Context: an optimization exercise on an open-source flow, tuned for small area and a short achievable clock period. The choices shown serve that exercise and are no tape-out recipe.
Only simulation tests tie the RTL to the original design; equivalence was not proved.
Power and IR drop assume default switching activity.

==> flow/design.v <==
module PE(
    input wire CLK,
    input wire RESET,
    input wire EN,
    input wire SELECTOR,
    input wire W_EN,
    input wire signed [7:0] active_left,
    output reg signed [7:0] active_right,
    input wire signed [15:0] in_sum,
    output reg signed [15:0] out_sum,
    input wire signed [7:0] in_weight_above,
    output wire signed [7:0] out_weight_below
    );
    reg signed [7:0] weight_1;
    reg signed [7:0] weight_2;
    wire en_n, en_n_lo, en_n_hi;
    pe_inv u_enn (.a(EN), .y(en_n));
    pe_inv u_ennl (.a(EN), .y(en_n_lo));
    pe_inv u_ennh (.a(EN), .y(en_n_hi));
    wire sel_n;
    pe_inv u_seln (.a(SELECTOR), .y(sel_n));
    wire ld1 = EN & W_EN & SELECTOR;
    wire ld2 = EN & W_EN & ~SELECTOR;
    wire ld1_n = ~ld1;
    wire ld2_n = ~ld2;
    wire [7:0] w_n, ar_d, w1_d, w2_d, wb;
    wire [15:0] s_in;
    genvar gi;
    generate for (gi = 0; gi < 8; gi = gi + 1) begin : byte_sel
        pe_mux2i u_wn (.s(SELECTOR), .a1(weight_2[gi]), .a0(weight_1[gi]), .y(w_n[gi]));
        pe_ao22 u_ar (.a1(EN), .a2(active_left[gi]), .b1(en_n), .b2(active_right[gi]), .x(ar_d[gi]));
        pe_ao22 u_w1 (.a1(ld1), .a2(in_weight_above[gi]), .b1(ld1_n), .b2(weight_1[gi]), .x(w1_d[gi]));
        pe_ao22 u_w2 (.a1(ld2), .a2(in_weight_above[gi]), .b1(ld2_n), .b2(weight_2[gi]), .x(w2_d[gi]));
        pe_ao22 u_wb (.a1(SELECTOR), .a2(weight_1[gi]), .b1(sel_n), .b2(weight_2[gi]), .x(wb[gi]));
    end endgenerate
    generate for (gi = 0; gi < 16; gi = gi + 1) begin : sum_sel
        pe_ao22 u_si (.a1(EN), .a2(in_sum[gi]), .b1(gi < 8 ? en_n_lo : en_n_hi), .b2(out_sum[gi]), .x(s_in[gi]));
    end endgenerate
    wire [7:0] w_n_b;
    generate for (gi = 0; gi < 8; gi = gi + 1) begin : wdup
        pe_mux2i u_wnb (.s(SELECTOR), .a1(weight_2[gi]), .a0(weight_1[gi]), .y(w_n_b[gi]));
    end endgenerate
    wire b_one0, b_two0, b_neg0;
    pe_nand2 u_x1 (.a(EN), .b(active_left[0]), .y(b_one0));
    pe_nand3b u_x2 (.an(active_left[0]), .b(active_left[1]), .c(EN), .y(b_two0));
    assign b_neg0 = active_left[1];
    wire bs_0_0, bx_0_0;
    pe_nor2 u_x3 (.a(b_one0), .b(w_n[0]), .y(bs_0_0));
    pe_xor2 u_x4 (.a(bs_0_0), .b(b_neg0), .y(bx_0_0));
    wire bs_0_1, bx_0_1;
    pe_oai22 u_x5 (.a1(b_one0), .a2(w_n[1]), .b1(b_two0), .b2(w_n[0]), .y(bs_0_1));
    pe_xor2 u_x6 (.a(bs_0_1), .b(b_neg0), .y(bx_0_1));
    wire bs_0_2, bx_0_2;
    pe_oai22 u_x7 (.a1(b_one0), .a2(w_n[2]), .b1(b_two0), .b2(w_n[1]), .y(bs_0_2));
    pe_xor2 u_x8 (.a(bs_0_2), .b(b_neg0), .y(bx_0_2));
    wire bs_0_3, bx_0_3;
    pe_oai22 u_x9 (.a1(b_one0), .a2(w_n[3]), .b1(b_two0), .b2(w_n[2]), .y(bs_0_3));
    pe_xor2 u_x10 (.a(bs_0_3), .b(b_neg0), .y(bx_0_3));
    wire bs_0_4, bx_0_4;
    pe_oai22 u_x11 (.a1(b_one0), .a2(w_n[4]), .b1(b_two0), .b2(w_n[3]), .y(bs_0_4));
    pe_xor2 u_x12 (.a(bs_0_4), .b(b_neg0), .y(bx_0_4));
    wire bs_0_5, bx_0_5;
    pe_oai22 u_x13 (.a1(b_one0), .a2(w_n[5]), .b1(b_two0), .b2(w_n[4]), .y(bs_0_5));
    pe_xor2 u_x14 (.a(bs_0_5), .b(b_neg0), .y(bx_0_5));
    wire bs_0_6, bx_0_6;
    pe_oai22 u_x15 (.a1(b_one0), .a2(w_n[6]), .b1(b_two0), .b2(w_n[5]), .y(bs_0_6));
    pe_xor2 u_x16 (.a(bs_0_6), .b(b_neg0), .y(bx_0_6));
    wire bs_0_7, bx_0_7;
    pe_oai22 u_x17 (.a1(b_one0), .a2(w_n[7]), .b1(b_two0), .b2(w_n[6]), .y(bs_0_7));
    pe_xor2 u_x18 (.a(bs_0_7), .b(b_neg0), .y(bx_0_7));
    wire bs_0_8, bx_0_8;
    pe_oai22 u_x19 (.a1(b_one0), .a2(w_n[7]), .b1(b_two0), .b2(w_n[7]), .y(bs_0_8));
    pe_xnor2 u_x20 (.a(bs_0_8), .b(b_neg0), .y(bx_0_8));
    wire b_one1, b_two1, b_neg1;
    wire b_x10_1, b_x21_1;
    pe_xor2 u_x21 (.a(active_left[2]), .b(active_left[1]), .y(b_x10_1));
    pe_xor2 u_x22 (.a(active_left[3]), .b(active_left[2]), .y(b_x21_1));
    pe_nand2 u_x23 (.a(EN), .b(b_x10_1), .y(b_one1));
    pe_nand3b u_x24 (.an(b_x10_1), .b(b_x21_1), .c(EN), .y(b_two1));
    assign b_neg1 = active_left[3];
    wire bs_1_0, bx_1_0;
    pe_nor2 u_x25 (.a(b_one1), .b(w_n[0]), .y(bs_1_0));
    pe_xor2 u_x26 (.a(bs_1_0), .b(b_neg1), .y(bx_1_0));
    wire bs_1_1, bx_1_1;
    pe_oai22 u_x27 (.a1(b_one1), .a2(w_n[1]), .b1(b_two1), .b2(w_n[0]), .y(bs_1_1));
    pe_xor2 u_x28 (.a(bs_1_1), .b(b_neg1), .y(bx_1_1));
    wire bs_1_2, bx_1_2;
    pe_oai22 u_x29 (.a1(b_one1), .a2(w_n[2]), .b1(b_two1), .b2(w_n[1]), .y(bs_1_2));
    pe_xor2 u_x30 (.a(bs_1_2), .b(b_neg1), .y(bx_1_2));
    wire bs_1_3, bx_1_3;
    pe_oai22 u_x31 (.a1(b_one1), .a2(w_n[3]), .b1(b_two1), .b2(w_n[2]), .y(bs_1_3));
    pe_xor2 u_x32 (.a(bs_1_3), .b(b_neg1), .y(bx_1_3));
    wire bs_1_4, bx_1_4;
    pe_oai22 u_x33 (.a1(b_one1), .a2(w_n[4]), .b1(b_two1), .b2(w_n[3]), .y(bs_1_4));
    pe_xor2 u_x34 (.a(bs_1_4), .b(b_neg1), .y(bx_1_4));
    wire bs_1_5, bx_1_5;
    pe_oai22 u_x35 (.a1(b_one1), .a2(w_n[5]), .b1(b_two1), .b2(w_n[4]), .y(bs_1_5));
    pe_xor2 u_x36 (.a(bs_1_5), .b(b_neg1), .y(bx_1_5));
    wire bs_1_6, bx_1_6;
    pe_oai22 u_x37 (.a1(b_one1), .a2(w_n[6]), .b1(b_two1), .b2(w_n[5]), .y(bs_1_6));
    pe_xor2 u_x38 (.a(bs_1_6), .b(b_neg1), .y(bx_1_6));
    wire bs_1_7, bx_1_7;
    pe_oai22 u_x39 (.a1(b_one1), .a2(w_n[7]), .b1(b_two1), .b2(w_n[6]), .y(bs_1_7));
    pe_xor2 u_x40 (.a(bs_1_7), .b(b_neg1), .y(bx_1_7));
    wire bs_1_8, bx_1_8;
    pe_oai22 u_x41 (.a1(b_one1), .a2(w_n[7]), .b1(b_two1), .b2(w_n[7]), .y(bs_1_8));
    pe_xnor2 u_x42 (.a(bs_1_8), .b(b_neg1), .y(bx_1_8));
    wire b_one2, b_two2, b_neg2;
    wire b_x10_2, b_x21_2;
    pe_xor2 u_x43 (.a(active_left[4]), .b(active_left[3]), .y(b_x10_2));
    pe_xor2 u_x44 (.a(active_left[5]), .b(active_left[4]), .y(b_x21_2));
    pe_nand2 u_x45 (.a(EN), .b(b_x10_2), .y(b_one2));
    pe_nand3b u_x46 (.an(b_x10_2), .b(b_x21_2), .c(EN), .y(b_two2));
    assign b_neg2 = active_left[5];
    wire bs_2_0, bx_2_0;
    pe_nor2 u_x47 (.a(b_one2), .b(w_n_b[0]), .y(bs_2_0));
    pe_xor2 u_x48 (.a(bs_2_0), .b(b_neg2), .y(bx_2_0));
    wire bs_2_1, bx_2_1;
    pe_oai22 u_x49 (.a1(b_one2), .a2(w_n_b[1]), .b1(b_two2), .b2(w_n_b[0]), .y(bs_2_1));
    pe_xor2 u_x50 (.a(bs_2_1), .b(b_neg2), .y(bx_2_1));
    wire bs_2_2, bx_2_2;
    pe_oai22 u_x51 (.a1(b_one2), .a2(w_n_b[2]), .b1(b_two2), .b2(w_n_b[1]), .y(bs_2_2));
    pe_xor2 u_x52 (.a(bs_2_2), .b(b_neg2), .y(bx_2_2));
    wire bs_2_3, bx_2_3;
    pe_oai22 u_x53 (.a1(b_one2), .a2(w_n_b[3]), .b1(b_two2), .b2(w_n_b[2]), .y(bs_2_3));
    pe_xor2 u_x54 (.a(bs_2_3), .b(b_neg2), .y(bx_2_3));
    wire bs_2_4, bx_2_4;
    pe_oai22 u_x55 (.a1(b_one2), .a2(w_n_b[4]), .b1(b_two2), .b2(w_n_b[3]), .y(bs_2_4));
    pe_xor2 u_x56 (.a(bs_2_4), .b(b_neg2), .y(bx_2_4));
    wire bs_2_5, bx_2_5;
    pe_oai22 u_x57 (.a1(b_one2), .a2(w_n_b[5]), .b1(b_two2), .b2(w_n_b[4]), .y(bs_2_5));
    pe_xor2 u_x58 (.a(bs_2_5), .b(b_neg2), .y(bx_2_5));
    wire bs_2_6, bx_2_6;
    pe_oai22 u_x59 (.a1(b_one2), .a2(w_n_b[6]), .b1(b_two2), .b2(w_n_b[5]), .y(bs_2_6));
    pe_xor2 u_x60 (.a(bs_2_6), .b(b_neg2), .y(bx_2_6));
    wire bs_2_7, bx_2_7;
    pe_oai22 u_x61 (.a1(b_one2), .a2(w_n_b[7]), .b1(b_two2), .b2(w_n_b[6]), .y(bs_2_7));
    pe_xor2 u_x62 (.a(bs_2_7), .b(b_neg2), .y(bx_2_7));
    wire bs_2_8, bx_2_8;
    pe_oai22 u_x63 (.a1(b_one2), .a2(w_n_b[7]), .b1(b_two2), .b2(w_n_b[7]), .y(bs_2_8));
    pe_xnor2 u_x64 (.a(bs_2_8), .b(b_neg2), .y(bx_2_8));
    wire b_one3, b_two3, b_neg3;
    wire b_x10_3, b_x21_3;
    pe_xor2 u_x65 (.a(active_left[6]), .b(active_left[5]), .y(b_x10_3));
    pe_xor2 u_x66 (.a(active_left[7]), .b(active_left[6]), .y(b_x21_3));
    pe_nand2 u_x67 (.a(EN), .b(b_x10_3), .y(b_one3));
    pe_nand3b u_x68 (.an(b_x10_3), .b(b_x21_3), .c(EN), .y(b_two3));
    assign b_neg3 = active_left[7];
    wire bs_3_0, bx_3_0;
    pe_nor2 u_x69 (.a(b_one3), .b(w_n_b[0]), .y(bs_3_0));
    pe_xor2 u_x70 (.a(bs_3_0), .b(b_neg3), .y(bx_3_0));
    wire bs_3_1, bx_3_1;
    pe_oai22 u_x71 (.a1(b_one3), .a2(w_n_b[1]), .b1(b_two3), .b2(w_n_b[0]), .y(bs_3_1));
    pe_xor2 u_x72 (.a(bs_3_1), .b(b_neg3), .y(bx_3_1));
    wire bs_3_2, bx_3_2;
    pe_oai22 u_x73 (.a1(b_one3), .a2(w_n_b[2]), .b1(b_two3), .b2(w_n_b[1]), .y(bs_3_2));
    pe_xor2 u_x74 (.a(bs_3_2), .b(b_neg3), .y(bx_3_2));
    wire bs_3_3, bx_3_3;
    pe_oai22 u_x75 (.a1(b_one3), .a2(w_n_b[3]), .b1(b_two3), .b2(w_n_b[2]), .y(bs_3_3));
    pe_xor2 u_x76 (.a(bs_3_3), .b(b_neg3), .y(bx_3_3));
    wire bs_3_4, bx_3_4;
    pe_oai22 u_x77 (.a1(b_one3), .a2(w_n_b[4]), .b1(b_two3), .b2(w_n_b[3]), .y(bs_3_4));
    pe_xor2 u_x78 (.a(bs_3_4), .b(b_neg3), .y(bx_3_4));
    wire bs_3_5, bx_3_5;
    pe_oai22 u_x79 (.a1(b_one3), .a2(w_n_b[5]), .b1(b_two3), .b2(w_n_b[4]), .y(bs_3_5));
    pe_xor2 u_x80 (.a(bs_3_5), .b(b_neg3), .y(bx_3_5));
    wire bs_3_6, bx_3_6;
    pe_oai22 u_x81 (.a1(b_one3), .a2(w_n_b[6]), .b1(b_two3), .b2(w_n_b[5]), .y(bs_3_6));
    pe_xor2 u_x82 (.a(bs_3_6), .b(b_neg3), .y(bx_3_6));
    wire bs_3_7, bx_3_7;
    pe_oai22 u_x83 (.a1(b_one3), .a2(w_n_b[7]), .b1(b_two3), .b2(w_n_b[6]), .y(bs_3_7));
    pe_xor2 u_x84 (.a(bs_3_7), .b(b_neg3), .y(bx_3_7));
    wire bs_3_8, bx_3_8;
    pe_oai22 u_x85 (.a1(b_one3), .a2(w_n_b[7]), .b1(b_two3), .b2(w_n_b[7]), .y(bs_3_8));
    pe_xnor2 u_x86 (.a(bs_3_8), .b(b_neg3), .y(bx_3_8));
    wire s87;
    wire c88;
    pe_ha u_x89 (.a(s_in[4]), .b(b_neg2), .s(s87), .co(c88));
    wire s90;
    wire c91;
    pe_ha u_x92 (.a(s_in[5]), .b(bx_0_5), .s(s90), .co(c91));
    wire s93;
    wire c94;
    pe_fa u_x95 (.a(s_in[6]), .b(b_neg3), .ci(bx_0_6), .s(s93), .co(c94));
    wire s96;
    wire c97;
    pe_ha u_x98 (.a(bx_1_4), .b(bx_2_2), .s(s96), .co(c97));
    wire s99;
    wire c100;
    pe_fa u_x101 (.a(s_in[7]), .b(bx_0_7), .ci(bx_1_5), .s(s99), .co(c100));
    wire s102;
    wire c103;
    pe_ha u_x104 (.a(bx_2_3), .b(bx_3_1), .s(s102), .co(c103));
    wire s105;
    wire c106;
    pe_xnor2 u_x107 (.a(s_in[8]), .b(bx_0_8), .y(s105));
    pe_or2 u_x108 (.a(s_in[8]), .b(bx_0_8), .y(c106));
    wire s109;
    wire c110;
    pe_fa u_x111 (.a(bx_1_6), .b(bx_2_4), .ci(bx_3_2), .s(s109), .co(c110));
    wire s112;
    wire c113;
    pe_xnor2 u_x114 (.a(s_in[9]), .b(bx_1_7), .y(s112));
    pe_or2 u_x115 (.a(s_in[9]), .b(bx_1_7), .y(c113));
    wire s116;
    wire c117;
    pe_ha u_x118 (.a(bx_2_5), .b(bx_3_3), .s(s116), .co(c117));
    wire s119;
    wire c120;
    pe_fa u_x121 (.a(s_in[10]), .b(bx_1_8), .ci(bx_2_6), .s(s119), .co(c120));
    wire s122;
    wire c123;
    pe_xnor2 u_x124 (.a(s_in[11]), .b(bx_2_7), .y(s122));
    pe_or2 u_x125 (.a(s_in[11]), .b(bx_2_7), .y(c123));
    wire s126;
    wire c127;
    pe_ha u_x128 (.a(s_in[2]), .b(b_neg1), .s(s126), .co(c127));
    wire s129;
    wire c130;
    pe_ha u_x131 (.a(s_in[3]), .b(bx_0_3), .s(s129), .co(c130));
    wire s132;
    wire c133;
    pe_fa u_x134 (.a(bx_0_4), .b(bx_1_2), .ci(bx_2_0), .s(s132), .co(c133));
    wire s135;
    wire c136;
    pe_fa u_x137 (.a(bx_1_3), .b(bx_2_1), .ci(c88), .s(s135), .co(c136));
    wire s138;
    wire c139;
    pe_fa u_x140 (.a(bx_3_0), .b(c91), .ci(s96), .s(s138), .co(c139));
    wire s141;
    wire c142;
    pe_fa u_x143 (.a(c97), .b(s102), .ci(c94), .s(s141), .co(c142));
    wire s144;
    wire c145;
    pe_fa u_x146 (.a(s105), .b(c103), .ci(c100), .s(s144), .co(c145));
    wire s147;
    wire c148;
    pe_fa u_x149 (.a(c106), .b(s112), .ci(s116), .s(s147), .co(c148));
    wire s150;
    wire c151;
    pe_fa u_x152 (.a(bx_3_4), .b(c113), .ci(c117), .s(s150), .co(c151));
    wire s153;
    wire c154;
    pe_ha u_x155 (.a(bx_3_5), .b(s122), .s(s153), .co(c154));
    wire s156;
    wire c157;
    pe_fa u_x158 (.a(s_in[12]), .b(bx_2_8), .ci(bx_3_6), .s(s156), .co(c157));
    wire s159;
    wire c160;
    pe_xnor2 u_x161 (.a(s_in[13]), .b(bx_3_7), .y(s159));
    pe_or2 u_x162 (.a(s_in[13]), .b(bx_3_7), .y(c160));
    wire s163;
    wire c164;
    pe_ha u_x165 (.a(s_in[0]), .b(b_neg0), .s(s163), .co(c164));
    wire s166;
    wire c167;
    pe_ha u_x168 (.a(s_in[1]), .b(bx_0_1), .s(s166), .co(c167));
    wire s169;
    wire c170;
    pe_fa u_x171 (.a(bx_0_2), .b(bx_1_0), .ci(s126), .s(s169), .co(c170));
    wire s172;
    wire c173;
    pe_fa u_x174 (.a(bx_1_1), .b(c127), .ci(s129), .s(s172), .co(c173));
    wire s175;
    wire c176;
    pe_fa u_x177 (.a(s87), .b(c130), .ci(s132), .s(s175), .co(c176));
    wire s178;
    wire c179;
    pe_fa u_x180 (.a(s90), .b(c133), .ci(s135), .s(s178), .co(c179));
    wire s181;
    wire c182;
    pe_fa u_x183 (.a(c136), .b(s93), .ci(s138), .s(s181), .co(c182));
    wire s184;
    wire c185;
    pe_fa u_x186 (.a(s99), .b(c139), .ci(s141), .s(s184), .co(c185));
    wire s187;
    wire c188;
    pe_fa u_x189 (.a(s109), .b(c142), .ci(s144), .s(s187), .co(c188));
    wire s190;
    wire c191;
    pe_fa u_x192 (.a(c110), .b(c145), .ci(s147), .s(s190), .co(c191));
    wire s193;
    wire c194;
    pe_fa u_x195 (.a(s119), .b(c148), .ci(s150), .s(s193), .co(c194));
    wire s196;
    wire c197;
    pe_fa u_x198 (.a(c120), .b(s153), .ci(c151), .s(s196), .co(c197));
    wire s199;
    wire c200;
    pe_fa u_x201 (.a(c123), .b(c154), .ci(s156), .s(s199), .co(c200));
    wire s202;
    wire c203;
    pe_ha u_x204 (.a(s159), .b(c157), .s(s202), .co(c203));
    wire s205;
    wire c206;
    pe_fa u_x207 (.a(s_in[14]), .b(bx_3_8), .ci(c160), .s(s205), .co(c206));
    wire [15:0] rx = {s_in[15], c203, s202, s199, c194, c191, c188, c185, c182, c179, c176, c173, c170, c167, c164, bx_0_0};
    wire [15:0] ry = {c206, s205, c200, c197, s196, s193, s190, s187, s184, s181, s178, s175, s172, s169, s166, s163};
    wire [15:0] sum;
    wire t208, rc209;
    pe_ha u_x210 (.a(rx[0]), .b(ry[0]), .s(t208), .co(rc209));
    assign sum[0] = t208;
    wire t211, rc212;
    pe_fa u_x213 (.a(rx[1]), .b(ry[1]), .ci(rc209), .s(t211), .co(rc212));
    assign sum[1] = t211;
    wire t214, rc215;
    pe_fa u_x216 (.a(rx[2]), .b(ry[2]), .ci(rc212), .s(t214), .co(rc215));
    assign sum[2] = t214;
    wire t217, rc218;
    pe_fa u_x219 (.a(rx[3]), .b(ry[3]), .ci(rc215), .s(t217), .co(rc218));
    assign sum[3] = t217;
    wire g4, p4;
    pe_ha u_x220 (.a(rx[4]), .b(ry[4]), .s(p4), .co(g4));
    wire g5, p5;
    pe_ha u_x221 (.a(rx[5]), .b(ry[5]), .s(p5), .co(g5));
    wire g6, p6;
    pe_ha u_x222 (.a(rx[6]), .b(ry[6]), .s(p6), .co(g6));
    wire g7, p7;
    pe_ha u_x223 (.a(rx[7]), .b(ry[7]), .s(p7), .co(g7));
    wire g8, p8;
    pe_ha u_x224 (.a(rx[8]), .b(ry[8]), .s(p8), .co(g8));
    wire g9, p9;
    pe_ha u_x225 (.a(rx[9]), .b(ry[9]), .s(p9), .co(g9));
    wire g10, p10;
    pe_ha u_x226 (.a(rx[10]), .b(ry[10]), .s(p10), .co(g10));
    wire g11, p11;
    pe_ha u_x227 (.a(rx[11]), .b(ry[11]), .s(p11), .co(g11));
    wire g12, p12;
    pe_ha u_x228 (.a(rx[12]), .b(ry[12]), .s(p12), .co(g12));
    wire g13, p13;
    pe_ha u_x229 (.a(rx[13]), .b(ry[13]), .s(p13), .co(g13));
    wire g14, p14;
    pe_ha u_x230 (.a(rx[14]), .b(ry[14]), .s(p14), .co(g14));
    wire g15, p15;
    pe_ha u_x231 (.a(rx[15]), .b(ry[15]), .s(p15), .co(g15));
    wire G232 = g4 | (p4 & rc218);
    wire G233 = g6 | (p6 & g5);
    wire P234 = p6 & p5;
    wire G235 = g8 | (p8 & g7);
    wire P236 = p8 & p7;
    wire G237 = g10 | (p10 & g9);
    wire P238 = p10 & p9;
    wire G239 = g12 | (p12 & g11);
    wire P240 = p12 & p11;
    wire G241 = g14 | (p14 & g13);
    wire P242 = p14 & p13;
    wire G243 = G233 | (P234 & G232);
    wire G244 = G237 | (P238 & G235);
    wire P245 = P238 & P236;
    wire G246 = G241 | (P242 & G239);
    wire P247 = P242 & P240;
    wire G248 = G244 | (P245 & G243);
    wire G249 = G246 | (P247 & G248);
    wire G250 = G235 | (P236 & G243);
    wire G251 = G239 | (P240 & G248);
    wire G252 = g5 | (p5 & G232);
    wire G253 = g7 | (p7 & G243);
    wire G254 = g9 | (p9 & G250);
    wire G255 = g11 | (p11 & G248);
    wire G256 = g13 | (p13 & G251);
    wire G257 = g15 | (p15 & G249);
    pe_xor2 u_x258 (.a(p4), .b(rc218), .y(sum[4]));
    pe_xor2 u_x259 (.a(p5), .b(G232), .y(sum[5]));
    pe_xor2 u_x260 (.a(p6), .b(G252), .y(sum[6]));
    pe_xor2 u_x261 (.a(p7), .b(G243), .y(sum[7]));
    pe_xor2 u_x262 (.a(p8), .b(G253), .y(sum[8]));
    pe_xor2 u_x263 (.a(p9), .b(G250), .y(sum[9]));
    pe_xor2 u_x264 (.a(p10), .b(G254), .y(sum[10]));
    pe_xor2 u_x265 (.a(p11), .b(G248), .y(sum[11]));
    pe_xor2 u_x266 (.a(p12), .b(G255), .y(sum[12]));
    pe_xor2 u_x267 (.a(p13), .b(G251), .y(sum[13]));
    pe_xor2 u_x268 (.a(p14), .b(G256), .y(sum[14]));
    pe_xnor2 u_x269 (.a(p15), .b(G249), .y(sum[15]));
    always @(negedge RESET or posedge CLK) begin
        if (~RESET) begin
            out_sum <= 0;
            active_right <= 0;
            weight_1 <= 0;
            weight_2 <= 0;
        end else begin
            out_sum <= sum;
            active_right <= ar_d;
            weight_1 <= w1_d;
            weight_2 <= w2_d;
        end
    end
    assign out_weight_below = wb;
endmodule
module pe_fa(input wire a, input wire b, input wire ci, output wire s, output wire co);
    assign {co, s} = a + b + ci;
endmodule
module pe_ha(input wire a, input wire b, output wire s, output wire co);
    assign {co, s} = a + b;
endmodule
module pe_ao22(input wire a1, input wire a2, input wire b1, input wire b2, output wire x);
    assign x = (a1 & a2) | (b1 & b2);
endmodule
module pe_mux2i(input wire s, input wire a1, input wire a0, output wire y);
    assign y = ~(s ? a1 : a0);
endmodule
module pe_inv(input wire a, output wire y);
    assign y = ~a;
endmodule
module pe_ao21(input wire a, input wire b, input wire c, output wire y);
    assign y = a | (b & c);
endmodule
module pe_oai22(input wire a1, input wire a2, input wire b1, input wire b2, output wire y);
    assign y = ~((a1 | a2) & (b1 | b2));
endmodule
module pe_nand3b(input wire an, input wire b, input wire c, output wire y);
    assign y = ~(~an & b & c);
endmodule
module pe_and2(input wire a, input wire b, output wire y);
    assign y = a & b;
endmodule
module pe_and3b(input wire an, input wire b, input wire c, output wire y);
    assign y = ~an & b & c;
endmodule
module pe_nand2(input wire a, input wire b, output wire y);
    assign y = ~(a & b);
endmodule
module pe_nor2(input wire a, input wire b, output wire y);
    assign y = ~(a | b);
endmodule
module pe_or2(input wire a, input wire b, output wire y);
    assign y = a | b;
endmodule
module pe_xor2(input wire a, input wire b, output wire y);
    assign y = a ^ b;
endmodule
module pe_xnor2(input wire a, input wire b, output wire y);
    assign y = ~(a ^ b);
endmodule
module pe_xor3(input wire a, input wire b, input wire c, output wire y);
    assign y = a ^ b ^ c;
endmodule
==> flow/flow/run.sh <==
#!/bin/bash
# Standard layout with two changes: the port buffers are the smallest buffer
# cell, and clock tree synthesis inserts no dummy loads.
set -euo pipefail
export BUFFER_PORTS_ARGS="-buffer_cell sky130_fd_sc_hd__buf_1"
export CTS_ARGS="-sink_clustering_enable -repair_clock_nets -dont_use_dummy_load"
bash standard.sh finish > flow_standard.log 2>&1
==> flow/standard.sh <==
#!/bin/bash
# synth_recipe.tcl (not shown) runs the flow's synth.tcl, then flattens the netlist and writes it again
# the make line also repeats each setting of config.mk as NAME=value (left out here)
make -C /OpenROAD-flow-scripts/flow DESIGN_CONFIG=/design/flow/config.mk WORK_HOME=/design/flow/orfs CLKGATE_MAP_FILE= SYNTH_SCRIPT=/design/flow/synth_recipe.tcl "${@:-finish}"
==> flow/config.mk <==
export PLATFORM = sky130hd
export DESIGN_NAME = PE
export DESIGN_NICKNAME = PE
export VERILOG_FILES = /design/flow/design.v
export SDC_FILE = /design/flow/constraint.sdc
export NUM_CORES = 4
export LEC_CHECK = 0
export CAP_MARGIN = 20
export CORE_MARGIN = 2
export CORE_UTILIZATION = 65
export GPL_TIMING_DRIVEN = 0
export SETUP_SLACK_MARGIN = 0.9
export SLEW_MARGIN = 20
export SYNTH_HIERARCHICAL = 1
==> flow/constraint.sdc <==
create_clock -name core_clock -period 5.5 [get_ports {CLK}]
set_input_delay 1.1000 -clock core_clock [delete_from_list [all_inputs] [get_ports {CLK}]]
set_output_delay 1.1000 -clock core_clock [all_outputs]
set_load 0.01 [all_outputs]
==> flow_metrics.py, run 1 <==
metrics = {
    "cells_and_area": {
        "area.growth.synth_to_final_pct": 18.89,
        "nFillCells": 352,
        "antenna_cells": 0,
        "fin_util_pct": 80.03,
        "layout.nets": 472,
        "drive_gt1_share_pct": 11.26,
        "instances_no_fill": 452,
    },
    "flow_run": {
        "maxCapViolCount": 0,
    },
    "logic_synthesis": {
        "synth_edf_count": 0,
        "ys_warn_count": 7,
        "synthTopCellsByArea": "dfrtp_1, fa_1, xor2_1, a22o_1, ha_1",
        "synth_top_area_share_pct": 29.11,
        "netlist_area_um2": 3438,
        "ys_types": 26,
        "ys.flop_type": "dfrtp_1",
        "synth_nets": 390,
        "synth_area_leader_cell": "dfrtp_1",
        "synthArstFlopShare_pct": 100.0,
        "ys_ff_latch": 40,
        "synth-seq-area-share_pct": 29.11,
        "netlist_instances": 302,
        "synth_area_per_cell_um2": 11.39,
    },
    "floorplanning": {
        "rows": 26,
        "die-area_um2": 5887,
        "die_width_um": 76.73,
        "initial_core_util_pct": 67.32,
        "die_y_um": 76.73,
        "ioPinCount": 69,
        "core_area_um2": 5107,
    },
    "route": {
        "dr.first_iter.drc_count": 153,
        "antenna_left": 0,
        "first_pass_iters": 4,
        "viasPerCell": 6.155,
        "wirelength_um": 8089,
        "wire_per_inst_um": 17.90,
        "vias": 2782,
        "drc": 0,
    },
    "critical_path": {
        "worstSetupStartpointType": "input port",
        "cp_cell_sequence": "clkbuf_4 > xor2_1 > nand3b_1 > o22ai_1 > xor2_1 > ha_1 > fa_1 > fa_1 > ha_1 > a21o_1 > a31o_4 > a21o_1 > a21o_1 > xor2_1",
        "critPathMaxStageDelay_ps": 500,
        "crit_buf_inv": 1,
        "crit_path_top_delay_cell": "fa_1",
        "worstPathRequired_ps": 5670,
        "endpoint_kind": "flip-flop",
        "cp_top_family": "adder cells",
        "critical_path_class": "input port to flip-flop",
        "critPathArrivalTime_ps": 4670,
        "worstPathMaxFanout": 13,
    },
    "clock_tree": {
        "clkSlewWorstSetupHoldPaths_ps": 70,
        "h-tree-depth": 2,
        "insertion_delay_ps": 290,
        "cts_made_buffers": 5,
        "clockBufferDepth": 2,
        "tritoncts": "built",
        "root_buffer": "clkbuf_8",
        "clock_sinks": 40,
    },
    "placement": {
        "gp_congestion": 0.8606,
        "dp_cells": 441,
        "dp_hpwl_um": 5949,
        "portBuffers": 68,
    },
    "worst_hold_path": {
        "hold_path.class": "flip-flop to flip-flop",
    },
    "pwr": {
        "p_leak_nw": 1.821,
        "vdd_drop_max_mv": 0.6087,
        "finalPower_mw": 2.266,
        "powerDensity_nw_per_um2": 554.2,
    },
    "global_routing": {
        "grt_overflow": 0,
        "grt_max_degree": 38,
        "grt_util_all_layers_pct": 28.07,
        "grt_pass1_wl_um": 13050,
        "grt_pass1_vias": 2667,
        "antenna_found_initial": 0,
    },
    "sta": {
        "fmax_mhz": 222.1,
        "period_needed_ps": 4502,
        "post-route-period-util_pct": 81.86,
        "rsz0062_at_grt": "true",
        "whs_ps": 495.6,
        "slew_headroom_pct": 60.57,
        "worst_slew_pin_slew_ps": 574.9,
        "hold_viol": 0,
        "fin_skew_ps": 14.33,
        "setup_viol_count_final": 0,
        "final-max-slew-violation-count": 0,
    },
    "status": {
        "outcome": "no timing/DRC/antenna violations",
    },
}
## modules after synthesis (local to each module, per instance), excerpt
| module | cells inside | cell area [um^2] | times used |
|---|---|---|---|
| pe_or2 | 1 | 6.256 | 4 |
| pe_ao22 | 1 | 8.758 | 48 |
| pe_xnor2 | 1 | 8.758 | 9 |
| pe_xor2 | 1 | 8.758 | 49 |
| pe_ha | 1 | 12.51 | 24 |
| pe_nor2 | 1 | 3.754 | 4 |
| PE | 77 | 1209 | 1 |
| pe_inv | 1 | 3.754 | 4 |
| pe_fa | 1 | 20.02 | 27 |
## where the power goes
group / total (mW) / internal [mW] / switching [mW]
Combinational: 1.61 / 0.736 / 0.879
Sequential: 0.471 / 0.409 / 0.0621
Clock: 0.179 / 0.0819 / 0.0975
## Yosys cell counts, drive strengths merged, types with 3 or more instances
master   n
a21o     5
a21oi    6
a22o    48
dfrtp   40
fa      27
ha      24
inv      6
mux2i   16
nand2    9
nand3b   4
nor2    10
o21ai    3
o22ai   32
or2      5
xnor2    9
xor2    49
## state kept, by name (all words and copies together), names as in the netlist
register and count:
active_right 8, out_sum 16, weight_1 8, weight_2 8
## path summary, 6_finish.rpt
check                                     start               to  slack, ps  depth (start not counted)
worst min register to register  active_right[3]  active_right[3]        500                          1
worst max register to register      weight_2[0]      out_sum[12]       1760                         12
min in group asynchronous                 RESET       out_sum[2]        760                          1
worst min-delay path            active_right[3]  active_right[3]        500                          1
max in group asynchronous                 RESET      out_sum[11]       4250                          2
worst max-delay path             active_left[1]      out_sum[12]       1000                         14
## metrics by stage
step	setup TNS, ps	instance area (um^2)	setup slack (ps)
after floorplan	0	3438	1158
after global placement	-2540	3781	-413.3
after detailed placement	0	3812	121.2
after CTS	0	3955	915.8
after global routing	0	4088	842.4
final	0	4088	997.7
## what timing repair did
item                                   in CTS  in global routing
setup endpoints to repair                   9                  8
endpoints found under the hold margin       0                  0
setup buffers                               6                  0
pin swaps                                   0                  2
hold buffers                                0                  0
gates resized for setup                    20                 26
## layout by cell type, fill, tap and decap left out, drive strengths merged, types with 3 or more instances in the layout
cell	instances
clkbuf	8
fa	27
nor2	10
ha	24
dfrtp	40
xor2	49
o22ai	32
mux2i	16
a21oi	6
xnor2	9
o21ai	3
or2	5
a21o	5
nand2	9
a22o	48
inv	6
buf	72
nand3b	4
## cell type report
cell class              count  area (um^2)  area share, %
clock buffers               5        68.82          1.684
inverters                   6        22.52         0.5510
multi-input cells         256         2544          62.23
flip-flops and latches     40         1001          24.49
well taps                  70        87.58          2.143
repair buffers             75        364.1          8.907
## metal layers
metal  wire, um  GRT usage, %  vias to the layer above  part of all wire, %
met2       3994         44.91                       95                   49
li1           -             -                     1303                    -
met4        148         8.909                        0                  1.8
met1       3541         40.41                     1371                   44
met5          0             0                        -                    0
met3        405         3.176                       13                  5.0
## cells by family after synthesis
group | Yosys count | share of synthesized area, %
fa+ha+maj | 51 | 24.45
flops | 40 | 29.11
mux | 16 | 4.658
xor+xnor | 58 | 14.77
simple gates | 32 | 4.512
buf+inv | 6 | 0.6550
compound gates | 99 | 21.83
==> run 2: changes to the inputs <==
--- a/flow/config.mk
+++ b/flow/config.mk
@@ -11,3 +11,3 @@
 export GPL_TIMING_DRIVEN = 0
-export SETUP_SLACK_MARGIN = 0.9
+export SETUP_SLACK_MARGIN = 1.0
 export SLEW_MARGIN = 20
==> flow_metrics.py, run 2 <==
metrics = {
    "status": {
        "outcome": "no timing/DRC/antenna violations",
    },
    "sta": {
        "fin_skew_ps": 17.68,
        "rsz0062_at_grt": "false",
        "hold_viol": 0,
        "period_needed_ps": 4423,
        "setup_viol_count_final": 0,
        "finalSetupTns_ps": 0,
        "slew_headroom_pct": 58.49,
        "post-route-period-util_pct": 80.41,
        "worst_slew_pin_slew_ps": 605.4,
        "fmax_mhz": 226.1,
        "final-max-slew-violation-count": 0,
    },
    "logic_synthesis": {
        "ys_warn_count": 7,
        "synth_nets": 390,
        "synth_edf_count": 0,
        "netlist_area_um2": 3438,
        "synthTopCellsByArea": "dfrtp_1, fa_1, xor2_1, a22o_1, ha_1",
        "synthTopCellsByCount": "xor2_1, a22o_1, dfrtp_1",
        "synth_area_leader_cell": "dfrtp_1",
        "ys_types": 26,
        "ys.flop_type": "dfrtp_1",
        "ys_ff_latch": 40,
        "synth-seq-area-share_pct": 29.11,
        "synth_top_area_share_pct": 29.11,
        "yosys.cell_count.top_type": "xor2_1",
        "synthArstFlopShare_pct": 100.0,
        "synth_area_per_cell_um2": 11.39,
        "netlist_instances": 302,
    },
    "critical_path": {
        "reg2reg_from": "weight_2[1]",
        "endpoint_kind": "flip-flop",
        "worstPathMaxFanout": 8,
        "crit_path_top_delay_cell": "fa_1",
        "cp_cell_sequence": "buf_1 > nand3b_1 > o22ai_2 > xor2_1 > ha_1 > fa_1 > fa_1 > fa_1 > a21o_1 > a31o_4 > a21o_1 > a21o_1 > xor2_1",
        "critical_path_depth": 13,
        "r2r_cells": 12,
        "worstSetupStartpointType": "input port",
        "worstPathRequired_ps": 5670,
        "crit_path_start": "active_left[0]",
        "r2r-end": "out_sum[12]",
        "crit_buf_inv": 1,
        "critical_path_class": "input port to flip-flop",
        "critPathMaxStageDelay_ps": 430,
        "crit_end": "out_sum[12]",
        "cp_top_family": "adder cells",
        "rrSetupSlack_ps": 1740,
        "critPathArrivalTime_ps": 4590,
    },
    "pwr": {
        "p_leak_nw": 1.855,
        "seqPwrFrac_pct": 20.1,
        "switching_share_pct": 46.11,
        "powerDensity_nw_per_um2": 558.7,
        "p_int_mw": 1.275,
        "power_frac_clock_pct": 7.7,
        "comb_power_share_pct": 72.2,
        "switching_power_mw": 1.091,
        "vdd_drop_max_mv": 0.6631,
        "finalPower_mw": 2.366,
    },
    "worst_hold_path": {
        "hold_path.class": "flip-flop to flip-flop",
    },
    "placement": {
        "dp_hpwl_um": 5949,
        "gp_congestion": 0.8606,
        "portBuffers": 68,
    },
    "clock_tree": {
        "clockBufferDepth": 2,
        "clock_sinks": 40,
        "root_buffer": "clkbuf_8",
        "h-tree-depth": 2,
        "insertion_delay_ps": 300,
        "cts_made_buffers": 5,
        "clkSlewWorstSetupHoldPaths_ps": 70,
        "tritoncts": "built",
    },
    "global_routing": {
        "grt_pass1_wl_um": 13120,
        "grt_pass1_vias": 2668,
        "grt_max_degree": 38,
        "grt_util_all_layers_pct": 28.18,
        "grt_overflow": 0,
        "antenna_found_initial": 0,
    },
    "floorplanning": {
        "ioPinCount": 69,
        "die-area_um2": 5887,
        "die_y_um": 76.73,
        "core_area_um2": 5107,
        "die_width_um": 76.73,
        "rows": 26,
        "initial_core_util_pct": 67.32,
    },
    "cells_and_area": {
        "drive_gt1_share_pct": 15.32,
        "top_register": "out_sum",
        "final_common_cell": "buf_1",
        "antenna_cells": 0,
        "area.growth.synth_to_final_pct": 23.18,
        "layout.nets": 475,
        "largest_reg_flops": 16,
        "mostFrequentLayoutCells": "buf_1, a22o_1, xor2_1",
    },
    "route": {
        "antenna_left": 0,
        "vias": 2880,
        "first_pass_iters": 5,
        "viasPerCell": 6.330,
        "dr.first_iter.drc_count": 162,
        "drc": 0,
        "wire_per_inst_um": 19.57,
        "wirelength_um": 8906,
    },
    "flow_run": {
        "maxCapViolCount": 0,
    },
}
==> run 2: cell counts after synthesis <==
Identical to the previous run, type by type.
==> run 2: what timing repair did <==
action	4_1_cts	5_1_grt
pin swaps	0	11
hold buffers	0	0
endpoints found under the setup margin	9	6
resized for setup	29	39
setup buffers	6	3
==> run 2: modules after synthesis (local to each module, per instance) <==
| module | cell area [um^2] | flops+latches | copies in the design | cells inside |
|---|---|---|---|---|
| pe_ha | 12.51 | 0 | 24 | 1 |
| pe_or2 | 6.256 | 0 | 4 | 1 |
| PE | 1209 | 40 | 1 | 77 |
| pe_nand2 | 3.754 | 0 | 4 | 1 |
| pe_inv | 3.754 | 0 | 4 | 1 |
| pe_oai22 | 6.256 | 0 | 32 | 1 |
| pe_xor2 | 8.758 | 0 | 49 | 1 |
| pe_nand3b | 7.507 | 0 | 4 | 1 |
| pe_ao22 | 8.758 | 0 | 48 | 1 |
| pe_nor2 | 3.754 | 0 | 4 | 1 |
| pe_fa | 20.02 | 0 | 27 | 1 |
| pe_xnor2 | 8.758 | 0 | 9 | 1 |
| pe_mux2i | 10.01 | 0 | 16 | 1 |
==> run 2: kinds of logic (layout without fill, tap and decap cells) <==
group           count (synthesis)  in the layout  share of synthesized area (%)
xor+xnor                       58             58                          14.77
mux                            16             16                          4.658
compound gates                 99             99                          21.83
buf+inv                         6             89                         0.6550
fa+ha+maj                      51             51                          24.45
simple gates                   32             32                          4.512
flops                          40             40                          29.11
==> run 2: metal layers <==
metal  routed length (um)  track usage, %
met2                 4521           45.00
met4                  265           8.909
met3                  470           3.176
met1                 3648           40.71
met5                    0               0
==> run 2: stage by stage <==
stage / setup WS (ps) / hold WS, ps / instance area, um^2 / std cells / utilization [%]
finish: 1077 / 496.6 / 4235 / 455 / 82.93
global route: 879.4 / 514.6 / 4235 / 455 / 82.93
CTS: 1030 / 501.7 / 3985 / 452 / 78.03
detailed placement: 121.2 / 478.9 / 3812 / 441 / 74.64
global placement: -413.3 / 476.6 / 3781 / 440 / 74.03
floorplan: 1158 / 506.8 / 3438 / 302 / -
==> run 2: cell type report <==
class,instances,area [um^2]
Clock buffer,5,68.82
Multi-Input combinational cell,256,2646
Inverter,6,22.52
Fill cell,319,872.1
Timing Repair Buffer,78,409.1
Sequential cell,40,1001
Tap cell,70,87.58
==> run 2: how the worst min path moves through the flow <==
stage               startpoint         endpoint  slack, ps  depth (start not counted)
2_1_floorplan      weight_1[0]      weight_1[0]        510                          1
3_3_place_gp   active_right[5]  active_right[5]        480                          1
3_5_place_dp   active_right[3]  active_right[3]        480                          1
4_1_cts        active_right[3]  active_right[3]        500                          1
5_1_grt        active_right[2]  active_right[2]        510                          1
6_report       active_right[3]  active_right[3]        500                          1
==> run 2: power by group through the flow <==
stage / clock (mW) / sequential [mW] / combinational (mW)
5_1_grt: 0.195 / 0.486 / 1.89
3_5_place_dp: 0 / 0.469 / 1.46
6_report: 0.182 / 0.477 / 1.71
4_1_cts: 0.184 / 0.467 / 1.51
2_1_floorplan: 0 / 0.493 / 1.10
3_3_place_gp: 0 / 0.465 / 1.42
==> run 3: changes to the inputs <==
--- a/flow/config.mk
+++ b/flow/config.mk
@@ -11,3 +11,3 @@
 export GPL_TIMING_DRIVEN = 0
-export SETUP_SLACK_MARGIN = 1.0
+export SETUP_SLACK_MARGIN = 0.75
 export SLEW_MARGIN = 20
==> flow_metrics.py, run 3 <==
metrics = {
    "clock_tree": {
        "h-tree-depth": 2,
        "clock_sinks": 40,
        "cts_made_buffers": 5,
        "insertion_delay_ps": 300,
        "clockBufferDepth": 2,
        "clkSlewWorstSetupHoldPaths_ps": 70,
        "tritoncts": "built",
        "root_buffer": "clkbuf_8",
    },
    "logic_synthesis": {
        "synth-seq-area-share_pct": 29.11,
        "synth_top_area_share_pct": 29.11,
        "synthTopCellsByCount": "xor2_1, a22o_1, dfrtp_1",
        "synthTopCellsByArea": "dfrtp_1, fa_1, xor2_1, a22o_1, ha_1",
        "ys_ff_latch": 40,
        "synth_nets": 390,
        "synthArstFlopShare_pct": 100.0,
        "yosys.cell_count.top_type": "xor2_1",
        "netlist_instances": 302,
        "ys_types": 26,
        "synth_area_leader_cell": "dfrtp_1",
        "netlist_area_um2": 3438,
        "ys.flop_type": "dfrtp_1",
        "ys_warn_count": 7,
        "synth_area_per_cell_um2": 11.39,
        "synth_edf_count": 0,
    },
    "sta": {
        "post-route-period-util_pct": 83.00,
        "rsz0062_at_grt": "false",
        "slew_headroom_pct": 57.04,
        "setup_slack_ps": 934.9,
        "fin_skew_ps": 17.89,
        "setup_viol_count_final": 0,
        "fmax_mhz": 219.1,
        "worst_slew_pin_slew_ps": 626.4,
        "period_needed_ps": 4565,
        "hold_viol": 0,
        "whs_ps": 496.0,
        "final-max-slew-violation-count": 0,
    },
    "pwr": {
        "p_leak_nw": 1.818,
        "powerDensity_nw_per_um2": 539.3,
        "vdd_drop_max_mv": 0.5578,
    },
    "cells_and_area": {
        "layout.nets": 473,
        "final_common_cell": "buf_1",
        "area.growth.synth_to_final_pct": 16.30,
        "mostFrequentLayoutCells": "buf_1, xor2_1, a22o_1",
        "nFillCells": 376,
        "top_register": "out_sum",
        "drive_gt1_share_pct": 8.355,
        "largest_reg_flops": 16,
        "fin_util_pct": 78.30,
        "antenna_cells": 0,
    },
    "floorplanning": {
        "ioPinCount": 69,
        "core_area_um2": 5107,
        "die_y_um": 76.73,
        "die-area_um2": 5887,
        "die_width_um": 76.73,
        "initial_core_util_pct": 67.32,
        "rows": 26,
    },
    "global_routing": {
        "grt_overflow": 0,
        "grt_max_degree": 38,
        "grt_util_all_layers_pct": 28.03,
        "grt_pass1_wl_um": 13030,
        "grt_pass1_vias": 2614,
        "antenna_found_initial": 0,
    },
    "placement": {
        "gp_congestion": 0.8606,
        "dp_hpwl_um": 5949,
        "portBuffers": 68,
        "place_ws_ps": 121.2,
    },
    "worst_hold_path": {
        "hold-path-cell-count": 1,
        "hold_path.class": "flip-flop to flip-flop",
    },
    "route": {
        "dr.first_iter.drc_count": 156,
        "antenna_left": 0,
        "viasPerCell": 6.185,
        "first_pass_iters": 5,
        "drc": 0,
        "wire_per_inst_um": 17.60,
        "wirelength_um": 7974,
        "vias": 2802,
    },
    "critical_path": {
        "endpoint_kind": "flip-flop",
        "worstSetupStartpointType": "input port",
        "crit_path_top_delay_cell": "fa_1",
        "cp_cell_sequence": "buf_2 > xor2_1 > nand2_2 > o22ai_1 > xor2_1 > ha_1 > fa_1 > fa_1 > ha_1 > a21o_1 > a31o_4 > a21o_1 > a21o_1 > xor2_1",
        "worstPathRequired_ps": 5670,
        "critPathArrivalTime_ps": 4730,
        "worstPathMaxFanout": 13,
        "critical_path_class": "input port to flip-flop",
        "critPathMaxStageDelay_ps": 500,
        "r2r_cells": 12,
    },
    "status": {
        "outcome": "no timing/DRC/antenna violations",
    },
    "flow_run": {
        "maxCapViolCount": 0,
    },
}
[run 3: final cells by class]
cell class / instances / area [um^2] / area share, %
Clock buffer: 5 / 68.82 / 1.721
Tap cell: 70 / 87.58 / 2.190
Sequential cell: 40 / 1001 / 25.03
Inverter: 6 / 22.52 / 0.5632
Multi-Input combinational cell: 256 / 2460 / 61.51
Timing Repair Buffer: 76 / 359.1 / 8.980
[run 3: layer usage]
metal	track usage (%)	routed length [um]	vias up
met4	7.818	133	0
li1	-	-	1304
met2	44.91	3959	110
met1	40.74	3473	1376
met3	3.176	407	12
met5	0	0	-
[run 3: critical path, delay by kind of cell]
family                   cells  cell delay (ps)
AO/OA/AOI/OAI                5             1040
buffers and inverters        1              320
adder cells (fa/ha/maj)      4             1510
AND/OR/NAND/NOR              1              180
XOR/XNOR                     3              590
[run 3: through the flow]
step / TNS (ps) / cell area, um^2 / power (mW) / std cells
2_1_floorplan: 0 / 3438 / 1.591 / 302
3_3_place_gp: -2540 / 3781 / 1.884 / 440
3_5_place_dp: 0 / 3812 / 1.928 / 441
4_1_cts: 0 / 3949 / 2.157 / 450
5_1_grt: 0 / 3999 / 2.382 / 453
6_report: 0 / 3999 / 2.157 / 453
[run 3: per-module statistics from Yosys, one instance, submodules excluded]
module / copies in the design / area [um^2]
PE: 1 / 1209
pe_ao22: 48 / 8.758
pe_fa: 27 / 20.02
pe_ha: 24 / 12.51
pe_inv: 4 / 3.754
pe_mux2i: 16 / 10.01
pe_nand2: 4 / 3.754
pe_nand3b: 4 / 7.507
pe_nor2: 4 / 3.754
pe_oai22: 32 / 6.256
pe_or2: 4 / 6.256
pe_xnor2: 9 / 8.758
pe_xor2: 49 / 8.758
[run 3: worst paths after layout]
kind / start / endpoint / slack (ps)
min in group asynchronous: RESET / out_sum[2] / 760
worst min-delay path: active_right[3] / active_right[3] / 500
worst max-delay path: active_left[3] / out_sum[12] / 930
worst min register to register: active_right[3] / active_right[3] / 500
max in group asynchronous: RESET / out_sum[11] / 4250
worst max register to register: weight_2[1] / out_sum[12] / 1720
[run 3: report_power, final]
part | total, mW | switching (mW) | leakage [nW] | internal, mW
sequential | 0.469 | 0.0599 | 0.484 | 0.409
combinational | 1.51 | 0.837 | 1.30 | 0.671
clock | 0.179 | 0.0973 | 0.0359 | 0.0819
total | 2.16 | 0.995 | 1.82 | 1.16
[run 3: timing repair]
action,in CTS,in global routing
buffers inserted,4,3
gates resized for setup,11,18
setup endpoints to repair,8,8
hold buffers,0,0
pin swaps,0,1
hold endpoints to repair,0,0
[run 3: kinds of logic (layout without fill, tap and decap cells)]
| logic type | after synthesis | count (layout) | synth area share, % |
|---|---|---|---|
| xor gates and xnor gates | 58 | 58 | 14.77 |
| and+or+nand+nor | 32 | 32 | 4.512 |
| adders and majority gates | 51 | 51 | 24.45 |
| buffers and inverters | 6 | 87 | 0.6550 |
| DFF | 40 | 40 | 29.11 |
| AOI/OAI and AO/OA | 99 | 99 | 21.83 |
| muxes | 16 | 16 | 4.658 |
==> run 4: changes to the inputs <==
--- a/flow/config.mk
+++ b/flow/config.mk
@@ -11,3 +11,3 @@
 export GPL_TIMING_DRIVEN = 0
-export SETUP_SLACK_MARGIN = 0.75
+export SETUP_SLACK_MARGIN = 0.8
 export SLEW_MARGIN = 20
==> flow_metrics.py, run 4 <==
metrics = {
    "status": {
        "outcome": "no timing/DRC/antenna violations",
    },
    "cells_and_area": {
        "layout.nets": 472,
        "fin_area_um2": 3994,
        "top_register": "out_sum",
        "antenna_cells": 0,
        "multiInputGateArea_um2": 2457,
        "final_common_cell": "buf_1",
        "largest_reg_flops": 16,
        "drive_gt1_share_pct": 7.853,
        "nFillCells": 371,
        "fin_util_pct": 78.20,
        "mostFrequentLayoutCells": "buf_1, xor2_1, a22o_1",
        "regArea_um2": 1001,
        "area.growth.synth_to_final_pct": 16.16,
    },
    "sta": {
        "period_needed_ps": 4501,
        "hold_viol": 0,
        "fmax_mhz": 222.2,
        "worst_slew_pin_slew_ps": 600.6,
        "rsz0062_at_grt": "false",
        "final-max-slew-violation-count": 0,
        "setup_viol_count_final": 0,
        "slew_headroom_pct": 58.81,
        "fin_skew_ps": 16.15,
        "post-route-period-util_pct": 81.84,
    },
    "logic_synthesis": {
        "ys.flop_type": "dfrtp_1",
        "synthArstFlopShare_pct": 100.0,
        "synth_top_area_share_pct": 29.11,
        "netlist_instances": 302,
        "synthTopCellsByArea": "dfrtp_1, fa_1, xor2_1, a22o_1, ha_1",
        "ys_ff_latch": 40,
        "synth-seq-area-share_pct": 29.11,
        "synth_area_per_cell_um2": 11.39,
        "ys_types": 26,
        "synth_edf_count": 0,
        "yosys.cell_count.top_type": "xor2_1",
        "netlist_area_um2": 3438,
        "ys_warn_count": 7,
        "synthTopCellsByCount": "xor2_1, a22o_1, dfrtp_1",
        "synth_nets": 390,
        "synth_area_leader_cell": "dfrtp_1",
    },
    "global_routing": {
        "grt_max_degree": 38,
        "grt_pass1_vias": 2669,
        "use_met2_pct": 45.09,
        "gr-usage-met3_pct": 3.176,
        "antenna_found_initial": 0,
        "top_usage_layer": "met2",
        "grt_use_met1_pct": 40.59,
        "grt_overflow": 0,
        "grt_util_all_layers_pct": 28.18,
        "grt_pass1_wl_um": 13120,
    },
    "floorplanning": {
        "die_y_um": 76.73,
        "die_width_um": 76.73,
        "rows": 26,
        "core_area_um2": 5107,
        "initial_core_util_pct": 67.32,
        "die-area_um2": 5887,
        "ioPinCount": 69,
    },
    "clock_tree": {
        "root_buffer": "clkbuf_8",
        "clockBufferDepth": 2,
        "insertion_delay_ps": 290,
        "clkSlewWorstSetupHoldPaths_ps": 70,
        "h-tree-depth": 2,
        "clock_sinks": 40,
        "tritoncts": "built",
        "cts_made_buffers": 5,
    },
    "route": {
        "first_pass_iters": 4,
        "wire_per_inst_um": 17.26,
        "drc": 0,
        "wirelength_um": 7802,
        "dr.first_iter.drc_count": 124,
        "vias": 2736,
        "viasPerCell": 6.053,
        "antenna_left": 0,
    },
    "pwr": {
        "power_frac_clock_pct": 8.2,
        "switching_share_pct": 46.16,
        "p_int_mw": 1.163,
        "powerDensity_nw_per_um2": 540.7,
        "seqPwrFrac_pct": 21.7,
        "p_leak_nw": 1.814,
        "vdd_drop_max_mv": 0.5557,
        "comb_power_share_pct": 70.1,
        "switching_power_mw": 0.9968,
    },
    "critical_path": {
        "rrSetupSlack_ps": 1710,
        "worstPathRequired_ps": 5660,
        "r2r-end": "out_sum[12]",
        "worstSetupStartpointType": "input port",
        "crit_path_top_delay_cell": "fa_1",
        "critPathArrivalTime_ps": 4670,
        "critPathMaxStageDelay_ps": 430,
        "endpoint_kind": "flip-flop",
        "worstPathMaxFanout": 27,
        "r2r_cells": 12,
        "reg2reg_from": "weight_2[1]",
        "critical_path_class": "input port to flip-flop",
        "cp_cell_sequence": "buf_6 > mux2i_1 > o22ai_1 > xor2_1 > ha_1 > fa_1 > fa_1 > fa_1 > a21o_1 > a31o_4 > a21o_1 > a21o_1 > xor2_1",
    },
    "placement": {
        "gp_congestion": 0.8606,
        "dp_hpwl_um": 5949,
        "portBuffers": 68,
        "placed_area_um2": 3812,
    },
    "worst_hold_path": {
        "whs_endpoint": "active_right[3]",
        "hold-path-cell-count": 1,
        "min_from": "active_right[3]",
        "hold_path.class": "flip-flop to flip-flop",
    },
    "flow_run": {
        "maxCapViolCount": 0,
    },
}
## run 4: power by group through the flow
stage / Clock, mW / Combinational, mW / Sequential, mW
final: 0.177 / 1.51 / 0.469
after global routing: 0.195 / 1.71 / 0.479
after CTS: 0.184 / 1.51 / 0.465
after detailed placement: 0 / 1.46 / 0.469
after global placement: 0 / 1.42 / 0.465
after floorplan: 0 / 1.10 / 0.493
## run 4: cell type report
| cell class | count | area share, % |
|---|---|---|
| clock buffer | 5 | 1.723 |
| sequential | 40 | 25.06 |
| inverter | 6 | 0.5639 |
| tap | 70 | 2.193 |
| multi-input combinational | 256 | 61.53 |
| timing repair buffer | 75 | 8.929 |
## run 4: routing by layer
| metal | share of wire [%] | routed length [um] | vias to the layer above |
|---|---|---|---|
| li1 | - | - | 1302 |
| met1 | 45 | 3534 | 1350 |
| met2 | 49 | 3789 | 72 |
| met3 | 3.9 | 304 | 12 |
| met4 | 2.2 | 174 | 0 |
| met5 | 0 | 0 | - |
## run 4: how the worst max path moves through the flow
stage | start | endpoint | slack (ps) | depth (start not counted)
5_1_grt | active_left[1] | out_sum[12] | 820 | 14
6_report | SELECTOR | out_sum[12] | 1000 | 13
3_5_place_dp | active_left[1] | out_sum[15] | 120 | 14
4_1_cts | active_left[3] | out_sum[12] | 840 | 14
3_3_place_gp | EN | out_sum[15] | -410 | 13
2_1_floorplan | active_left[1] | out_sum[12] | 1160 | 13
## run 4: logic make-up after synthesis
logic type / synth area share [%]
flip-flops: 29.11
adder cells (fa/ha/maj): 24.45
XOR/XNOR: 14.77
multiplexers: 4.658
AO/OA/AOI/OAI: 21.83
AND/OR/NAND/NOR: 4.512
buffers and inverters: 0.6550
## run 4: critical path: cells and delay by family
| kind | cells | cell delay [ps] |
|---|---|---|
| fa+ha+maj | 4 | 1560 |
| compound gates | 5 | 1040 |
| mux | 1 | 380 |
| xor+xnor | 2 | 320 |
| buf+inv | 1 | 250 |
## run 4: per-stage QoR
| step | cells | power (mW) | setup TNS [ps] | hold WS, ps | setup WS (ps) |
|---|---|---|---|---|---|
| floorplan | 302 | 1.591 | 0 | 506.8 | 1158 |
| global placement | 440 | 1.884 | -2540 | 476.6 | -413.3 |
| detailed placement | 441 | 1.928 | 0 | 478.9 | 121.2 |
| CTS | 452 | 2.158 | 0 | 501.7 | 838.1 |
| global route | 452 | 2.381 | 0 | 514.6 | 817.9 |
| finish | 452 | 2.160 | 0 | 496.4 | 998.8 |
## run 4: repair_timing
action	4_1_cts	5_1_grt
buffers inserted	6	0
hold endpoints to repair	0	0
pin swaps	0	1
resized for setup	15	15
hold buffers	0	0
setup endpoints to repair	8	8
## run 4: modules after synthesis, one instance, submodules excluded, a selection
| module | flops+latches | cell area, um^2 | cells inside | copies in the design |
|---|---|---|---|---|
| pe_mux2i | 0 | 10.01 | 1 | 16 |
| pe_or2 | 0 | 6.256 | 1 | 4 |
| pe_fa | 0 | 20.02 | 1 | 27 |
| pe_ao22 | 0 | 8.758 | 1 | 48 |
| pe_xnor2 | 0 | 8.758 | 1 | 9 |
| pe_oai22 | 0 | 6.256 | 1 | 32 |
| PE | 40 | 1209 | 77 | 1 |
| pe_nor2 | 0 | 3.754 | 1 | 4 |
| pe_nand2 | 0 | 3.754 | 1 | 4 |
| pe_ha | 0 | 12.51 | 1 | 24 |
==> run 5: changes to the inputs <==
--- a/flow/config.mk
+++ b/flow/config.mk
@@ -9,3 +9,3 @@
 export CORE_MARGIN = 2
-export CORE_UTILIZATION = 65
+export CORE_UTILIZATION = 60
 export GPL_TIMING_DRIVEN = 0
==> flow_metrics.py, run 5 <==
metrics = {
    "clock_tree": {
        "cts_made_buffers": 5,
        "root_buffer": "clkbuf_8",
        "clock_sinks": 40,
        "clockBufferDepth": 2,
        "tritoncts": "built",
        "insertion_delay_ps": 290,
        "clkSlewWorstSetupHoldPaths_ps": 70,
        "h-tree-depth": 2,
    },
    "critical_path": {
        "r2r-end": "out_sum[12]",
        "crit_top_cell": "a21o_1",
        "endpoint_kind": "flip-flop",
        "rrSetupSlack_ps": 1670,
        "crit_path_top_delay_cell": "fa_1",
        "worstSetupStartpointType": "input port",
        "r2r_cells": 12,
        "cp_cell_sequence": "buf_6 > mux2i_1 > o22ai_2 > xor2_1 > ha_1 > fa_1 > fa_1 > ha_4 > a21o_1 > a31o_4 > a21o_1 > a21o_1 > xor2_1",
        "critPathMaxStageDelay_ps": 550,
        "worstPathRequired_ps": 5670,
        "critical_path_class": "input port to flip-flop",
        "worstPathMaxFanout": 27,
        "critPathArrivalTime_ps": 4710,
        "reg2reg_from": "weight_2[1]",
    },
    "pwr": {
        "p_leak_nw": 1.821,
        "powerDensity_nw_per_um2": 547.5,
        "finalPower_mw": 2.198,
        "vdd_drop_max_mv": 0.6430,
    },
    "logic_synthesis": {
        "ys_types": 26,
        "synth_area_per_cell_um2": 11.39,
        "ys_ff_latch": 40,
        "synth_top_area_share_pct": 29.11,
        "synthTopCellsByCount": "xor2_1, a22o_1, dfrtp_1",
        "synthTopCellsByArea": "dfrtp_1, fa_1, xor2_1, a22o_1, ha_1",
        "yosys.cell_count.top_type": "xor2_1",
        "synth_area_leader_cell": "dfrtp_1",
        "ys_warn_count": 7,
        "ys.flop_type": "dfrtp_1",
        "synthArstFlopShare_pct": 100.0,
        "synth_nets": 390,
        "netlist_area_um2": 3438,
        "synth_edf_count": 0,
        "netlist_instances": 302,
        "synth-seq-area-share_pct": 29.11,
    },
    "floorplanning": {
        "die-area_um2": 6352,
        "die_width_um": 79.70,
        "core_area_um2": 5507,
        "initial_core_util_pct": 62.44,
        "rows": 27,
        "die_y_um": 79.70,
        "ioPinCount": 69,
    },
    "route": {
        "vias": 2765,
        "wirelength_um": 7972,
        "dr.first_iter.drc_count": 120,
        "first_pass_iters": 4,
        "antenna_left": 0,
        "viasPerCell": 6.090,
        "wire_per_inst_um": 17.56,
        "drc": 0,
    },
    "sta": {
        "hold_viol": 0,
        "post-route-period-util_pct": 82.59,
        "final-max-slew-violation-count": 0,
        "setup_viol_count_final": 0,
        "setup_slack_ps": 957.8,
        "slew_headroom_pct": 63.08,
        "rsz0062_at_grt": "false",
        "fmax_mhz": 220.2,
        "worst_slew_pin_slew_ps": 538.4,
        "period_needed_ps": 4542,
        "fin_skew_ps": 13.35,
    },
    "cells_and_area": {
        "fin_util_pct": 72.89,
        "top_register": "out_sum",
        "area.growth.synth_to_final_pct": 16.74,
        "mostFrequentLayoutCells": "buf_1, xor2_1, a22o_1",
        "fin_area_um2": 4014,
        "nFillCells": 427,
        "drive_gt1_share_pct": 8.115,
        "largest_reg_flops": 16,
        "final_common_cell": "buf_1",
        "antenna_cells": 0,
        "layout.nets": 472,
        "instances_no_fill": 454,
    },
    "placement": {
        "portBuffers": 68,
        "place_ws_ps": 148.5,
        "dp_cells": 443,
        "dp_hpwl_um": 6122,
        "placed_area_um2": 3815,
        "gp_congestion": 0.8377,
    },
    "global_routing": {
        "grt_pass1_wl_um": 12790,
        "grt_util_all_layers_pct": 26.17,
        "grt_overflow": 0,
        "grt_pass1_vias": 2638,
        "grt_max_degree": 38,
        "antenna_found_initial": 0,
    },
    "worst_hold_path": {
        "hold_path.class": "flip-flop to flip-flop",
        "min_from": "active_right[6]",
        "hold-path-cell-count": 1,
        "whs_endpoint": "active_right[6]",
    },
    "status": {
        "outcome": "no timing/DRC/antenna violations",
    },
    "flow_run": {
        "maxCapViolCount": 0,
    },
}
-- run 5: cell counts after synthesis --
Identical to the previous run, type by type.
-- run 5: where the power goes --
group / switching [mW] / total [mW] / internal, mW
clock network: 0.0973 / 0.179 / 0.0819
logic: 0.856 / 1.55 / 0.694
registers: 0.0587 / 0.468 / 0.409
-- run 5: modules after synthesis, one instance, submodules excluded --
module,cell area [um^2],copies in the design
pe_nor2,3.754,4
PE,1209,1
pe_inv,3.754,4
pe_mux2i,10.01,16
pe_fa,20.02,27
pe_ao22,8.758,48
pe_xor2,8.758,49
pe_xnor2,8.758,9
pe_oai22,6.256,32
pe_or2,6.256,4
pe_nand2,3.754,4
pe_ha,12.51,24
pe_nand3b,7.507,4
-- run 5: repair_timing --
item,CTS,global route
hold buffers,0,0
buffers inserted,1,5
pin swaps,0,1
endpoints found under the setup margin,8,7
resized for setup,11,17
-- run 5: worst max-delay path: cells and delay by family --
| kind | cells | cell delay [ps] |
|---|---|---|
| adders and majority gates | 4 | 1540 |
| AOI/OAI and AO/OA | 5 | 970 |
| muxes | 1 | 530 |
| xor gates and xnor gates | 2 | 320 |
| buffers and inverters | 1 | 240 |
-- run 5: logic make-up (layout without fill, tap and decap cells) --
logic type	count (synthesis)	after routing	share of synthesized area [%]
multiplexers	16	16	4.658
AND/OR/NAND/NOR	32	32	4.512
flip-flops	40	40	29.11
buffers and inverters	6	86	0.6550
adder cells (fa/ha/maj)	51	51	24.45
AO/OA/AOI/OAI	99	99	21.83
XOR/XNOR	58	58	14.77
-- run 5: how the worst max path moves through the flow --
stage	end	start	depth (start not counted)
after detailed placement	out_sum[14]	active_left[3]	14
after floorplan	out_sum[12]	active_left[1]	13
after CTS	out_sum[15]	active_left[5]	14
after global placement	out_sum[15]	EN	13
final	out_sum[12]	SELECTOR	13
after global routing	out_sum[14]	active_left[3]	14
-- run 5: through the flow --
stage,TNS [ps],hold slack (ps)
2_1_floorplan,0,506.8
3_3_place_gp,-2967,477.6
3_5_place_dp,0,479.4
4_1_cts,0,500.8
5_1_grt,0,508.0
6_report,0,497.0
-- run 5: final cells by class --
class                      instances  area [um^2]  share of cell area [%]
clock buffer                       5        68.82                   1.714
tap                               72        90.09                   2.244
inverter                           6        22.52                  0.5611
timing repair buffer              75        356.6                   8.884
sequential                        40         1001                   24.94
multi-input combinational        256         2475                   61.66
-- run 5: metal layers --
metal	up-vias	global-route usage (%)	wire length [um]
met4	0	5.345	61
li1	1299	-	-
met1	1376	36.13	3610
met3	6	4.864	431
met2	84	43.28	3869
met5	-	0	0

==> re-timing with driven ports <==
The results above use ideal ports. As a check the final layouts listed here were re-extracted and re-timed, cells and wires unchanged.
Step 1 sets driving cells, clkbuf_16 on the clock port and buf_2 on the other inputs (assumed; they add their load-dependent delay and slew).
Step 2 moves the port delays by t, midway between the first and last clock arrival at a register: inputs arrive t later, outputs are due t later. That takes back most of the time a late clock gives input paths.
Three values: no drivers, after step 1, after step 2; two values: the first two.
| run | t, ns | slack for setup (ns) | worst setup path after step 2 | latest minus earliest clock arrival (ns) | pins driven straight from the clock port |
|---|---|---|---|---|---|
| run 1 | 0.318 | 0.998 / 1.005 / 0.687 | input to register | 0.014 / 0.014 | 1 |
| run 2 | 0.321 | 1.077 / 1.045 / 0.724 | input to register | 0.018 / 0.017 | 1 |
| run 3 | 0.321 | 0.935 / 0.944 / 0.623 | input to register | 0.018 / 0.018 | 1 |
| run 4 | 0.316 | 0.999 / 0.988 / 0.672 | input to register | 0.016 / 0.016 | 1 |
| run 5 | 0.319 | 0.958 / 0.952 / 0.633 | input to register | 0.014 / 0.014 | 1 |
After both steps every run listed still meets setup and hold. The setup slack of run 2, which loses most, moves by -0.032 ns with the drivers and by -0.353 ns with both steps.
